Background: an optimization exercise with open tools, aiming at small area and a short achievable clock period. Do not read the settings as production practice.
Function was checked by simulation only, so behaviour that the tests miss may differ from the original.

==> build 58: inputs <==
// mrra_ik_solver
module mrra_ik_solver (
    input       wire                        i_clk,
    input       wire                        i_reset,
    input       wire        [7  : 0]        i_coord_x,
    input       wire        [7  : 0]        i_coord_y,
    output      reg         [31 : 0]        o_q_theta_1,
    output      reg         [31 : 0]        o_q_theta_2
);
export LEC_CHECK = 0
export CAP_MARGIN = 20
export CORE_MARGIN = 2
export CORE_UTILIZATION = 40
export SLEW_MARGIN = 20
export SYNTH_MEMORY_MAX_BITS = 65536
create_clock -name core_clock -period 180.0 [get_ports {i_clk}]
standard.sh (not shown) runs the stock make flow with config.mk's settings and CLKGATE_MAP_FILE= SYNTH_SCRIPT=/design/flow/synth_recipe.tcl, a recipe that flattens the netlist after the stock synthesis.
==> flow/flow/run.sh <==
#!/bin/bash
# Layout flow: the standard flow (standard.sh) unchanged, except that synthesis maps the
# combinational logic with an area-oriented ABC script (flow/abc_map.script) instead of ORFS's
# delay-oriented one. Registers are mapped by the same dfflibmap step as in the standard flow.
# Every input and output port is still buffered (buffer_ports), with the small buf_1 cell
# instead of the delay cell the resizer picks by default. Timing repair is asked for 142.5 ns of
# setup slack (the constraints are unchanged), so that it works on the paths that set the period.
set -euo pipefail
W=$(pwd)
rm -rf "$W/scripts_area"
mkdir -p "$W/scripts_area"
cp -r "$FLOW_HOME/scripts/." "$W/scripts_area/"
cp "$W/flow/abc_map.script" "$W/scripts_area/abc_speed.script"
cp "$W/flow/abc_map.script" "$W/scripts_area/abc_area.script"
SCRIPTS_DIR="$W/scripts_area" bash standard.sh synth > "$W/synth.log" 2>&1
SETUP_SLACK_MARGIN=142.5 BUFFER_PORTS_ARGS="-inputs -outputs -buffer_cell sky130_fd_sc_hd__buf_1" bash standard.sh > "$W/layout.log" 2>&1
==> flow/flow/abc_map.script <==
&get -n
&st
&deepsyn -T 120
&dch -f
&nf -R 1000
&put
buffer -c
topo
stime -c
upsize -c
dnsize -c
==> inputs of build 95, as changes to build 58 <==
==> flow/flow/run.sh (replaced) <==
#!/bin/bash
# Layout flow: the standard flow (standard.sh) unchanged, except that synthesis maps the
# combinational logic with an area-oriented ABC script (flow/abc_map.script) instead of ORFS's
# delay-oriented one. Registers are mapped by the same dfflibmap step as in the standard flow.
# Every input and output port is still buffered (buffer_ports), with the small buf_1 cell
# instead of the delay cell the resizer picks by default. Timing repair is asked for 143 ns of
# setup slack (the constraints are unchanged), so that it works on the paths that set the period.
set -euo pipefail
W=$(pwd)
rm -rf "$W/scripts_area"
mkdir -p "$W/scripts_area"
cp -r "$FLOW_HOME/scripts/." "$W/scripts_area/"
cp "$W/flow/abc_map.script" "$W/scripts_area/abc_speed.script"
cp "$W/flow/abc_map.script" "$W/scripts_area/abc_area.script"
SCRIPTS_DIR="$W/scripts_area" bash standard.sh synth > "$W/synth.log" 2>&1
SETUP_SLACK_MARGIN=143 BUFFER_PORTS_ARGS="-inputs -outputs -buffer_cell sky130_fd_sc_hd__buf_1" bash standard.sh > "$W/layout.log" 2>&1
==> flow/flow/abc_map.script (replaced) <==
&get -n
&st
&deepsyn -T 300
&dch -f
&nf -R 1000
&put
topo
==> impl_metrics.env <==
export IMPL_status="finished clean"
export IMPL_r2r_slack_ns=143.92
export IMPL_synth_area_leaders="fa_1, dfxtp_1, ha_1, nor2_1, nand2_1"
export IMPL_drt_vias_per_instance=6.62
export IMPL_yosysSeqAreaShare_pct=9.66
export IMPL_worstHoldStart="r_coord_y[6]$_SDFF_PP0_"
export IMPL_grt_pass1_wl_mm=88.5
export IMPL_fin_worst_skew_ns=0.00871
export IMPL_bufAreaShareNonClock_pct=4.74
export IMPL_die_w_um=186
export IMPL_coreArea_um2=32600
Source of the figures above: build 58

==> impl_metrics.env <==
export IMPL_r2r_slack_ns=144.64
export IMPL_grt_pass1_wl_mm=89.0
export IMPL_bufAreaShareNonClock_pct=6.06
export IMPL_coreArea_um2=30700
export IMPL_die_w_um=180
export IMPL_status="finished clean"
export IMPL_fin_worst_skew_ns=0.0101
export IMPL_worstHoldStart="r_coord_y[7]$_SDFF_PP0_"
Source of the figures above: build 95

## port drivers added, routing unchanged
How much do the figures lean on ideal ports? The routed layouts below were timed once more, with nothing changed but the port constraints.
Step 1 assumes that a clkbuf_16 drives the clock port and a buf_2 every other input.
Step 2 moves the port delays by t, midway between the first and last clock arrival at a register: inputs arrive t later, outputs are due t later. That takes back most of the time a late clock gives input paths.
a / b / c = ideal ports / drivers / drivers and shift; a / b = the first two.
| run | shift t [ns] | setup slack, ns | worst register clock-pin slew, ns |
|---|---|---|---|
| build 58 | 0.395 | 142.956 / 142.908 / 143.026 | 0.06 / 0.06 |
| build 95 | 0.372 | 143.125 / 143.082 / 143.007 | 0.07 / 0.07 |
After both steps setup and hold are still met in every run listed. The setup slack of build 95, which loses most, moves by -0.043 ns with the drivers and by -0.118 ns with both steps.
